Context: an optimization exercise on an open-source flow, tuned for small area, a short achievable clock period and few clock cycles per item. The choices shown serve that exercise and are no tape-out recipe. Only simulation tests tie the RTL to the original design; equivalence was not proved. Power figures rest on the tool's default switching activity, not on a simulated workload.

## func
module func (
        input clk_i,
        input rst_i,
        input [ 7 : 0 ] a_bi,
        input [ 7 : 0 ] b_bi,
        input start_i,
        output [ 1 : 0 ] busy_o,
        output reg [ 4 : 0 ] y_bo
    );
    wire [4:0] r;
    full u_full (.a7(a_bi[7]), .a6(a_bi[6]), .a5(a_bi[5]), .a4(a_bi[4]),
             .a3(a_bi[3]), .a2(a_bi[2]), .a1(a_bi[1]), .a0(a_bi[0]),
             .b7(b_bi[7]), .b6(b_bi[6]), .b5(b_bi[5]), .b4(b_bi[4]),
             .b3(b_bi[3]), .b2(b_bi[2]), .b1(b_bi[1]), .b0(b_bi[0]),
             .y4(r[4]), .y3(r[3]), .y2(r[2]), .y1(r[1]), .y0(r[0]));
    assign busy_o = 2'b00;
    always @(posedge clk_i) begin
        if (rst_i)
            y_bo <= 5'd0;
        else if (start_i)
            y_bo <= r;
    end
endmodule
Size in the first run: ~26 I/O pins, roughly 600 um2 of cells after synthesis.
export LEC_CHECK = 0
export ABC_AREA = 1
export CAP_MARGIN = 20
export CORE_AREA = 2.5 2.5 57.5 57.5
export DIE_AREA = 0 0 60 60
export PLACE_DENSITY = 0.45
export SLEW_MARGIN = 20
create_clock -name core_clock -period 5.0 [get_ports {clk_i}]
standard.sh (not shown) runs the stock make flow with config.mk's settings and CLKGATE_MAP_FILE= SYNTH_SCRIPT=/design/flow/synth_recipe.tcl, a recipe that flattens the netlist after the stock synthesis.
==> flow/flow/run.sh <==
#!/bin/bash
set -euo pipefail
rm -rf scripts
cp -r "$FLOW_HOME/scripts" scripts
cp flow/abc_area.script scripts/abc_area.script
export FLOW_FO_LIMIT=4
export SKIP_REPAIR_TIE_FANOUT=1
export POST_GLOBAL_PLACE_TCL=$PWD/flow/post_gp.tcl
BUFFER_PORTS_ARGS="-buffer_cell sky130_fd_sc_hd__buf_1" bash standard.sh SCRIPTS_DIR=$PWD/scripts finish > standard.log 2>&1
==> flow/flow/abc_area.script <==
strash
dch
map -B 0.6
topo
stime -c
upsize -c
dnsize -c
==> flow/flow/post_gp.tcl <==
# Upsize the input-port buffers that drive many loads from buf_1 to buf_2.
set my_fo_limit [expr {[info exists ::env(FLOW_FO_LIMIT)] ? $::env(FLOW_FO_LIMIT) : 4}]
foreach inst [get_cells input*] {
  set master [get_property $inst ref_name]
  if {$master != "sky130_fd_sc_hd__buf_1"} { continue }
  set out [get_pins -of_objects $inst -filter "direction == output"]
  set net [get_nets -of_objects $out]
  set fo [llength [get_pins -of_objects $net -filter "direction == input"]]
  if {$fo >= $my_fo_limit} {
    puts "upsizing [get_full_name $inst] (fanout $fo) to buf_2"
    replace_cell $inst sky130_fd_sc_hd__buf_2
  }
}
Testbench counts at the start, summed over its fixed seeds: cycles 2,400, items 2,400.
Then changed:
--- a/flow/flow/run.sh
+++ b/flow/flow/run.sh
@@ -6,2 +6,2 @@
-export FLOW_FO_LIMIT=4
-export SKIP_REPAIR_TIE_FANOUT=1
+export FLOW_FO_LIMIT=5
+
- PLACE_DENSITY: 0.45 -> unset
After rerunning:
- The changed run passed the timing, DRC and antenna checks
- via count fell by 1.9%
- clock-buffer cell count is unchanged
- core utilization barely changes
- cell count is higher by about 0.6%
- design area shrinks by 0.33%
- worst setup slack is worse by 0.010 ns
- die area is unchanged
- total power falls by about 0.5%
Then changed:
--- a/flow/flow/run.sh
+++ b/flow/flow/run.sh
@@ -1,0 +2,3 @@
+# Standard layout with two changes: the port buffers are sky130_fd_sc_hd__buf_1
+# instead of the cell buffer_ports picks by default (a slow delay buffer), and
+# synthesis maps with flow/abc_area.script (ABC_AREA 1) instead of ORFS's.
@@ -6,3 +8,0 @@
-export FLOW_FO_LIMIT=5
-
-export POST_GLOBAL_PLACE_TCL=$PWD/flow/post_gp.tcl
==> flow/flow/abc_area.script (replaced) <==
strash
dch
map -B 0.5
topo
stime -c
buffer -c
upsize -c
dnsize -c
- CTS_BUF_LIST: unset -> sky130_fd_sc_hd__clkbuf_1 sky130_fd_sc_hd__clkbuf_2
- CTS_CLUSTER_DIAMETER: unset -> 100
- CTS_CLUSTER_SIZE: unset -> 10
removed: flow/flow/post_gp.tcl
The changed run completed without violations.
Sequential power hardly moves.
Critical path depth fell by 2.
Routed wire length fell by 4.9%.
Worst setup slack gets worse by 0.033 ns.
Combinational power hardly moves.
Maximum frequency fell by 1.6%.
Hold slack gets better by 0.0089 ns.
Core utilization fell by 0.25 points.
Then changed:
==> flow/flow/run.sh (replaced) <==
#!/bin/bash
# Standard layout (standard.sh) with four changes:
# - the port buffers are sky130_fd_sc_hd__buf_1 instead of the cell
#   buffer_ports picks by default (a slow delay buffer);
# - right after global placement, flow/post_gp.tcl turns the input-port
#   buffers that drive 4 or more loads into sky130_fd_sc_hd__buf_2;
# - synthesis maps with flow/abc_area.script (ABC_AREA is 1) instead of
#   ORFS's own area script;
# - SKIP_REPAIR_TIE_FANOUT: one tie cell drives both constant busy_o bits.
# The rest of ORFS's scripts are used unchanged.
# standard.sh's output goes to standard.log; each ORFS step writes its own
# log under orfs/logs/.
set -euo pipefail
rm -rf scripts
cp -r "$FLOW_HOME/scripts" scripts
cp flow/abc_area.script scripts/abc_area.script
export FLOW_FO_LIMIT=4
export POST_GLOBAL_PLACE_TCL="$PWD/flow/post_gp.tcl"
export SKIP_REPAIR_TIE_FANOUT=1
BUFFER_PORTS_ARGS="-buffer_cell sky130_fd_sc_hd__buf_1" bash standard.sh SCRIPTS_DIR="$PWD/scripts" finish > standard.log 2>&1
==> flow/flow/abc_area.script (replaced) <==
strash
dch
map -B 0.6
topo
stime -c
upsize -c
dnsize -c
==> flow/flow/post_gp.tcl (new file) <==
# Upsize the input-port buffers that drive many loads from buf_1 to buf_2.
set my_fo_limit [expr {[info exists ::env(FLOW_FO_LIMIT)] ? $::env(FLOW_FO_LIMIT) : 4}]
foreach inst [get_cells input*] {
  set master [get_property $inst ref_name]
  if {$master != "sky130_fd_sc_hd__buf_1"} { continue }
  set out [get_pins -of_objects $inst -filter "direction == output"]
  set net [get_nets -of_objects $out]
  set fo [llength [get_pins -of_objects $net -filter "direction == input"]]
  if {$fo >= $my_fo_limit} {
    puts "upsizing [get_full_name $inst] (fanout $fo) to buf_2"
    replace_cell $inst sky130_fd_sc_hd__buf_2
  }
}
- CTS_BUF_LIST: sky130_fd_sc_hd__clkbuf_1 sky130_fd_sc_hd__clkbuf_2 -> unset
- CTS_CLUSTER_DIAMETER: 100 -> unset
- CTS_CLUSTER_SIZE: 10 -> unset
=>
- The changed run finished with timing, DRC and antenna clean
- via count goes up by about 1.7%
- die area stays the same
- clock skew does not change
- combinational power stays flat
- cell count goes up by 3.8%
- final area goes up by 1.3%
- power goes up by about 7%
- clock power goes up by about 25%
- sequential power stays flat
- critical path depth does not change

* * *

func again, from the RTL that the note above started with.
==> flow/config.mk <==
export PLATFORM = sky130hd
export DESIGN_NAME = func
export DESIGN_NICKNAME = func
export VERILOG_FILES = /design/flow/design.v
export SDC_FILE = /design/flow/constraint.sdc
export NUM_CORES = 4
export LEC_CHECK = 0
export ABC_AREA = 1
export CAP_MARGIN = 20
export CORE_AREA = 2.5 2.5 57.5 57.5
export DIE_AREA = 0 0 60 60
export SLEW_MARGIN = 20
==> flow/constraint.sdc <==
create_clock -name core_clock -period 5.0 [get_ports {clk_i}]
set_input_delay 1.0000 -clock core_clock [delete_from_list [all_inputs] [get_ports {clk_i}]]
set_output_delay 1.0000 -clock core_clock [all_outputs]
set_load 0.01 [all_outputs]
==> flow/flow/run.sh <==
#!/bin/bash
set -euo pipefail
rm -rf scripts
cp -r "$FLOW_HOME/scripts" scripts
cp flow/abc_area.script scripts/abc_area.script
export FLOW_FO_LIMIT=3
export SKIP_REPAIR_TIE_FANOUT=1; export FLOW_FO4_LIMIT=5
export POST_GLOBAL_PLACE_TCL=$PWD/flow/post_gp.tcl
BUFFER_PORTS_ARGS="-buffer_cell sky130_fd_sc_hd__buf_1" bash standard.sh SCRIPTS_DIR=$PWD/scripts finish > standard.log 2>&1
==> flow/flow/abc_area.script <==
strash
dch
map -B 0.6
topo
stime -c
upsize -c
dnsize -c
==> flow/flow/post_gp.tcl <==
# Upsize the input-port buffers that drive many loads: buf_2 from
# FLOW_FO_LIMIT loads, buf_4 from FLOW_FO4_LIMIT loads.
set lim2 $::env(FLOW_FO_LIMIT)
set lim4 $::env(FLOW_FO4_LIMIT)
foreach inst [get_cells input*] {
  if {[get_property $inst ref_name] != "sky130_fd_sc_hd__buf_1"} { continue }
  set out [get_pins -of_objects $inst -filter "direction == output"]
  set fo [llength [get_pins -of_objects [get_nets -of_objects $out] -filter "direction == input"]]
  if {$fo >= $lim4} {
    puts "upsizing [get_full_name $inst] (fanout $fo) to buf_4"
    replace_cell $inst sky130_fd_sc_hd__buf_4
  } elseif {$fo >= $lim2} {
    puts "upsizing [get_full_name $inst] (fanout $fo) to buf_2"
    replace_cell $inst sky130_fd_sc_hd__buf_2
  }
}
Testbench counts at the start, summed over its fixed seeds: cycles 2,400, items 2,400.
Edit:
==> flow/flow/run.sh (replaced) <==
#!/bin/bash
set -euo pipefail
rm -rf scripts
cp -r "$FLOW_HOME/scripts" scripts
cp flow/abc_area.script scripts/abc_area.script
export FLOW_FO_LIMIT=3
export POST_GLOBAL_PLACE_TCL=$PWD/flow/post_gp.tcl
BUFFER_PORTS_ARGS="-buffer_cell sky130_fd_sc_hd__buf_1" bash standard.sh SCRIPTS_DIR=$PWD/scripts finish > standard.log 2>&1
==> flow/flow/abc_area.script (replaced) <==
strash
dch
map -B 0.5
topo
stime -c
buffer -c
upsize -c
dnsize -c
==> flow/flow/post_gp.tcl (replaced) <==
# Upsize the input-port buffers that drive many loads from buf_1 to buf_2.
set my_fo_limit [expr {[info exists ::env(FLOW_FO_LIMIT)] ? $::env(FLOW_FO_LIMIT) : 4}]
foreach inst [get_cells input*] {
  set master [get_property $inst ref_name]
  if {$master != "sky130_fd_sc_hd__buf_1"} { continue }
  set out [get_pins -of_objects $inst -filter "direction == output"]
  set net [get_nets -of_objects $out]
  set fo [llength [get_pins -of_objects $net -filter "direction == input"]]
  if {$fo >= $my_fo_limit} {
    puts "upsizing [get_full_name $inst] (fanout $fo) to buf_2"
    replace_cell $inst sky130_fd_sc_hd__buf_2
  }
}
=> Cell count came out lower by a few percent; design area stays the same; non-clock buffer count does not change; global-route usage goes up by 0.93 points; routed wire length grows by a few percent; hold slack is better by 0.0096 ns; via count goes down by a few percent.

* * *

Another version of the RTL of func (not shown whole).
Size in the first run: ~140 cells after synthesis, roughly 5 flip-flops, roughly 26 I/O pins.
export LEC_CHECK = 0
export ABC_AREA = 1
export CAP_MARGIN = 20
export CORE_AREA = 2.5 2.5 57.5 57.5
export DIE_AREA = 0 0 60 60
export SLEW_MARGIN = 20
create_clock -name core_clock -period 5.0 [get_ports {clk_i}]
==> flow/flow/run.sh <==
#!/bin/bash
# Standard layout with two changes: the port buffers are sky130_fd_sc_hd__buf_1
# instead of the cell buffer_ports picks by default (a slow delay buffer), and
# synthesis maps with flow/abc_area.script (ABC_AREA 1) instead of ORFS's.
set -euo pipefail
rm -rf scripts
cp -r "$FLOW_HOME/scripts" scripts
cp flow/abc_area.script scripts/abc_area.script
BUFFER_PORTS_ARGS="-buffer_cell sky130_fd_sc_hd__buf_1" bash standard.sh SCRIPTS_DIR=$PWD/scripts finish > standard.log 2>&1
==> flow/flow/abc_area.script <==
strash
dch
map -D 1000 -B 0.9
topo
stime -c
buffer -c
upsize -c -D 1000
dnsize -c -D 1000
Testbench counts at the start, summed over its fixed seeds: cycles 2,400, items 2,400.
Edit:
==> flow/flow/abc_area.script (replaced) <==
strash
&get -n
&dch
&nf -R 1000
&put
topo
stime -c
buffer -c
upsize -c
dnsize -c
=> Total power is lower by a little under a tenth. Via count fell by about a fifth. Register-to-register slack is worse by 0.07 ns. Worst setup slack degrades by 0.75 ns. Area after synthesis goes down by about a fifth.
Edit:
==> flow/flow/run.sh (replaced) <==
#!/bin/bash
# Standard layout, with the port buffers made from sky130_fd_sc_hd__buf_1
# instead of the cell buffer_ports picks by default (a slow delay buffer).
set -euo pipefail
BUFFER_PORTS_ARGS="-buffer_cell sky130_fd_sc_hd__buf_1" bash standard.sh finish > standard.log 2>&1
- SETUP_SLACK_MARGIN: default -> 2.7
removed: flow/flow/abc_area.script
Power went up by about 18%.
Register-to-register slack is better by 0.08 ns.
Routed wire length is higher by 32%.
Die area does not change.
Setup slack gets better by 0.87 ns.
Sequential share of layout area is lower by 3.7 points.
Core utilization rises by 10 points.

* * *

Setup of old:
The RTL this note starts from:
==> flow/design.v <==
`timescale 1ns / 1ps
`timescale 1ns / 1ps
`timescale 1ns / 1ps
`timescale 1ns / 1ps
`timescale 1ns / 1ps
`timescale 1ns / 1ps
module func (
        input clk_i,
        input rst_i,
        input [ 7 : 0 ] a_bi,
        input [ 7 : 0 ] b_bi,
        input start_i,
        output [ 1 : 0 ] busy_o,
        output reg [ 4 : 0 ] y_bo
    );
    wire [4:0] r;
    full u_full (.a7(a_bi[7]), .a6(a_bi[6]), .a5(a_bi[5]), .a4(a_bi[4]),
             .a3(a_bi[3]), .a2(a_bi[2]), .a1(a_bi[1]), .a0(a_bi[0]),
             .b7(b_bi[7]), .b6(b_bi[6]), .b5(b_bi[5]), .b4(b_bi[4]),
             .b3(b_bi[3]), .b2(b_bi[2]), .b1(b_bi[1]), .b0(b_bi[0]),
             .y4(r[4]), .y3(r[3]), .y2(r[2]), .y1(r[1]), .y0(r[0]));
    assign busy_o = 2'b00;
    always @(posedge clk_i) begin
        if (rst_i)
            y_bo <= 5'd0;
        else if (start_i)
            y_bo <= r;
    end
endmodule
module full ( 
    a7, a6, a5, a4, a3, a2, a1, a0, b7, b6, b5, b4, b3, b2, b1, b0,
    y4, y3, y2, y1, y0  );
  input  a7, a6, a5, a4, a3, a2, a1, a0, b7, b6, b5, b4, b3, b2, b1, b0;
  output y4, y3, y2, y1, y0;
  wire new_n22, new_n23, new_n24, new_n25, new_n26, new_n27, new_n28,
    new_n29, new_n30, new_n31, new_n32, new_n33, new_n34, new_n35, new_n36,
    new_n37, new_n38, new_n39, new_n40, new_n41, new_n42, new_n43, new_n44,
    new_n45, new_n46, new_n47, new_n48, new_n49, new_n50, new_n51, new_n52,
    new_n53, new_n54, new_n55, new_n56, new_n57, new_n58, new_n59, new_n60,
    new_n62, new_n63, new_n64, new_n66, new_n67, new_n68, new_n70, new_n71,
    new_n72, new_n73, new_n74, new_n75, new_n76, new_n77, new_n78, new_n79,
    new_n80, new_n81, new_n82, new_n83, new_n84, new_n85, new_n86, new_n87,
    new_n88, new_n89, new_n90, new_n91, new_n92, new_n93, new_n94, new_n95,
    new_n96, new_n97, new_n98, new_n99, new_n100, new_n101, new_n102,
    new_n103, new_n104, new_n105, new_n106, new_n108, new_n109, new_n110,
    new_n111, new_n112, new_n113, new_n114, new_n115, new_n116, new_n117,
    new_n118, new_n119, new_n120, new_n121, new_n122, new_n123;
  assign new_n22 = b4 & b3;
  assign new_n23 = ~b5 & ~new_n22;
  assign new_n24 = b1 & b0;
  assign new_n25 = ~b5 & ~b2;
  assign new_n26 = ~new_n24 & new_n25;
  assign new_n27 = ~new_n23 & ~new_n26;
  assign new_n28 = ~a1 & ~new_n27;
  assign new_n29 = a0 & ~new_n28;
  assign new_n30 = ~b7 & ~b6;
  assign new_n31 = ~b5 & ~b4;
  assign new_n32 = ~b3 & new_n31;
  assign new_n33 = a1 & ~new_n32;
  assign new_n34 = new_n30 & ~new_n33;
  assign new_n35 = ~new_n29 & new_n34;
  assign new_n36 = ~b1 & ~b0;
  assign new_n37 = ~b2 & new_n30;
  assign new_n38 = new_n36 & new_n37;
  assign new_n39 = new_n32 & new_n38;
  assign new_n40 = ~new_n35 & ~new_n39;
  assign new_n41 = a2 & new_n40;
  assign new_n42 = a1 & b6;
  assign new_n43 = b7 & new_n42;
  assign new_n44 = ~new_n23 & new_n43;
  assign new_n45 = b5 & b2;
  assign new_n46 = new_n22 & new_n45;
  assign new_n47 = ~new_n36 & new_n46;
  assign new_n48 = ~b7 & ~new_n47;
  assign new_n49 = a1 & a0;
  assign new_n50 = ~new_n30 & new_n49;
  assign new_n51 = ~new_n48 & new_n50;
  assign new_n52 = ~new_n44 & ~new_n51;
  assign new_n53 = ~new_n41 & new_n52;
  assign new_n54 = a3 & ~new_n53;
  assign new_n55 = a5 & a4;
  assign new_n56 = a7 & a6;
  assign new_n57 = ~a7 & a5;
  assign new_n58 = ~new_n56 & ~new_n57;
  assign new_n59 = new_n55 & ~new_n58;
  assign new_n60 = new_n54 & new_n59;
  assign y4 = a7 & new_n60;
  assign new_n62 = ~a7 & a6;
  assign new_n63 = ~new_n60 & ~new_n62;
  assign new_n64 = ~a7 & new_n63;
  assign y3 = ~y4 & ~new_n64;
  assign new_n66 = ~a6 & ~a5;
  assign new_n67 = ~a4 & new_n66;
  assign new_n68 = ~new_n54 & new_n67;
  assign y2 = new_n63 & ~new_n68;
  assign new_n70 = new_n59 & ~new_n62;
  assign new_n71 = ~new_n67 & ~new_n70;
  assign new_n72 = new_n54 & ~new_n71;
  assign new_n73 = a7 & ~a5;
  assign new_n74 = ~new_n57 & ~new_n73;
  assign new_n75 = a4 & a3;
  assign new_n76 = a2 & new_n75;
  assign new_n77 = new_n74 & new_n76;
  assign new_n78 = ~new_n52 & new_n77;
  assign new_n79 = new_n58 & ~new_n67;
  assign new_n80 = ~new_n78 & new_n79;
  assign new_n81 = ~a7 & ~a4;
  assign new_n82 = ~new_n73 & ~new_n81;
  assign new_n83 = ~new_n66 & ~new_n82;
  assign new_n84 = ~a4 & ~new_n74;
  assign new_n85 = a7 & a4;
  assign new_n86 = ~new_n84 & ~new_n85;
  assign new_n87 = ~a6 & ~new_n55;
  assign new_n88 = a6 & new_n55;
  assign new_n89 = ~new_n87 & ~new_n88;
  assign new_n90 = ~a3 & ~new_n89;
  assign new_n91 = new_n86 & new_n90;
  assign new_n92 = ~new_n83 & ~new_n91;
  assign new_n93 = a2 & ~new_n34;
  assign new_n94 = a0 & new_n44;
  assign new_n95 = ~new_n93 & ~new_n94;
  assign new_n96 = a1 & new_n27;
  assign new_n97 = ~a0 & ~new_n42;
  assign new_n98 = new_n48 & new_n97;
  assign new_n99 = ~new_n96 & new_n98;
  assign new_n100 = ~new_n95 & ~new_n99;
  assign new_n101 = ~new_n92 & ~new_n100;
  assign new_n102 = ~a4 & ~a3;
  assign new_n103 = ~a2 & new_n102;
  assign new_n104 = ~new_n40 & new_n103;
  assign new_n105 = new_n101 & new_n104;
  assign new_n106 = ~new_n80 & ~new_n105;
  assign y1 = ~new_n72 & new_n106;
  assign new_n108 = ~new_n80 & new_n104;
  assign new_n109 = a6 & new_n84;
  assign new_n110 = ~a3 & new_n83;
  assign new_n111 = ~new_n109 & ~new_n110;
  assign new_n112 = ~new_n78 & new_n111;
  assign new_n113 = ~new_n101 & new_n112;
  assign new_n114 = ~new_n72 & new_n113;
  assign new_n115 = ~new_n108 & ~new_n114;
  assign new_n116 = new_n66 & new_n85;
  assign new_n117 = ~a2 & ~a1;
  assign new_n118 = ~a0 & new_n117;
  assign new_n119 = new_n39 & new_n118;
  assign new_n120 = a3 & new_n89;
  assign new_n121 = new_n86 & ~new_n120;
  assign new_n122 = new_n119 & new_n121;
  assign new_n123 = ~new_n116 & ~new_n122;
  assign y0 = ~new_n115 & new_n123;
endmodule
Settings: LEC_CHECK=0, ABC_AREA=1, CAP_MARGIN=20, CORE_AREA=2.5 2.5 57.5 57.5, DIE_AREA=0 0 60 60, SLEW_MARGIN=20; clock period 5.0 ns.
==> flow/flow/run.sh <==
#!/bin/bash
# Standard layout (standard.sh) with four changes:
# - the port buffers are sky130_fd_sc_hd__buf_1 instead of the cell
#   buffer_ports picks by default (a slow delay buffer);
# - right after global placement, flow/post_gp.tcl turns the input-port
#   buffers that drive 4 or more loads into sky130_fd_sc_hd__buf_2;
# - synthesis maps with flow/abc_area.script (ABC_AREA is 1) instead of
#   ORFS's own area script;
# - SKIP_REPAIR_TIE_FANOUT: one tie cell drives both constant busy_o bits.
# The rest of ORFS's scripts are used unchanged.
# standard.sh's output goes to standard.log; each ORFS step writes its own
# log under orfs/logs/.
set -euo pipefail
rm -rf scripts
cp -r "$FLOW_HOME/scripts" scripts
cp flow/abc_area.script scripts/abc_area.script
export FLOW_FO_LIMIT=4
export POST_GLOBAL_PLACE_TCL="$PWD/flow/post_gp.tcl"
export SKIP_REPAIR_TIE_FANOUT=1
BUFFER_PORTS_ARGS="-buffer_cell sky130_fd_sc_hd__buf_1" bash standard.sh SCRIPTS_DIR="$PWD/scripts" finish > standard.log 2>&1
==> flow/flow/abc_area.script <==
strash
dch
map -B 0.6
topo
stime -c
upsize
dnsize
==> flow/flow/post_gp.tcl <==
# Upsize the input-port buffers that drive many loads from buf_1 to buf_2.
set my_fo_limit [expr {[info exists ::env(FLOW_FO_LIMIT)] ? $::env(FLOW_FO_LIMIT) : 4}]
foreach inst [get_cells input*] {
  set master [get_property $inst ref_name]
  if {$master != "sky130_fd_sc_hd__buf_1"} { continue }
  set out [get_pins -of_objects $inst -filter "direction == output"]
  set net [get_nets -of_objects $out]
  set fo [llength [get_pins -of_objects $net -filter "direction == input"]]
  if {$fo >= $my_fo_limit} {
    puts "upsizing [get_full_name $inst] (fanout $fo) to buf_2"
    replace_cell $inst sky130_fd_sc_hd__buf_2
  }
}
Testbench counts of old, summed over its fixed seeds: cycles 2,400, items 2,400.
Input-level comparison between new and old:
==> flow/flow/run.sh <==
#!/bin/bash
set -euo pipefail
rm -rf scripts
cp -r "$FLOW_HOME/scripts" scripts
cp flow/abc_area.script scripts/abc_area.script
export FLOW_FO_LIMIT=4
export POST_GLOBAL_PLACE_TCL=$PWD/flow/post_gp.tcl
BUFFER_PORTS_ARGS="-buffer_cell sky130_fd_sc_hd__buf_1" bash standard.sh SCRIPTS_DIR=$PWD/scripts finish > standard.log 2>&1
==> flow/flow/abc_area.script <==
strash
dch
map -B 0.6
topo
stime -c
upsize -c
dnsize -c
--- outcome ---
- Looking at share of power burned in combinational logic, new sits 1.0 points above old.
- Looking at count of placed standard cells in the final layout, fillers left out across new and old, the one that comes out lower is old.
- Sequential cell fraction of total power in new is 0.5 points lower than in old
- Number of well taps came out exactly the same in new and old.
- old → new: minimum clock period shrank by 0.019 ns; fraction of area in clock buffers and inverters held steady.
- Any difference in worst hold slack after final layout between old and new is small enough to ignore.
- Min met2 track utilization from global routing across new and old: old
- new vs. old: worst setup slack before clock tree synthesis went up by 0.030 ns.
- The final critical-path setup slack in new sits 0.019 ns above the value recorded for old.
- Compared with old, new shows a higher cell total after placement.

==> static timing again, ports no longer ideal <==
The flow's constraints put no driver on any port. The routed layouts listed below were extracted and timed again, unchanged, in two steps.
Step 1 sets driving cells, clkbuf_16 on the clock port and buf_2 on the other inputs (assumed; they add their load-dependent delay and slew).
Step 2 times the ports against the registers' clock, not the clock port: input delays grow and output delays shrink by t, the midpoint of the rising clock arrivals with the driver on.
Slacks: ideal ports / drivers / drivers and shift; pairs: ideal ports / drivers.
run	shift t [ns]	slack for setup (ns)	worst setup path at the end	pins driven straight from the clock port
the first run of note 1	0.257	3.047 / 3.042 / 2.786	input to register	1
the second run of note 1	0.254	3.037 / 3.023 / 2.770	input to register	1
the third run of note 1	0.236	3.004 / 2.994 / 2.758	input to register	1
the fourth run of note 1	0.251	3.090 / 3.086 / 2.835	input to register	1
the first run of note 2	0.256	3.095 / 3.091 / 2.836	input to register	1
the second run of note 2	0.258	3.075 / 3.068 / 2.810	input to register	1
the first run of note 3	0.250	2.459 / 2.451 / 2.201	input to register	1
the second run of note 3	0.253	1.710 / 1.701 / 1.449	input to register	1
the third run of note 3	0.254	2.581 / 2.523 / 2.269	input to register	1
old	0.249	3.066 / 3.058 / 2.809	input to register	1
new	0.251	3.085 / 3.079 / 2.828	input to register	1
After both steps setup and hold are still met in every run listed. For the third run of note 3, which loses most, drivers alone change the setup slack by -0.058 ns; drivers and shift together by -0.312 ns.
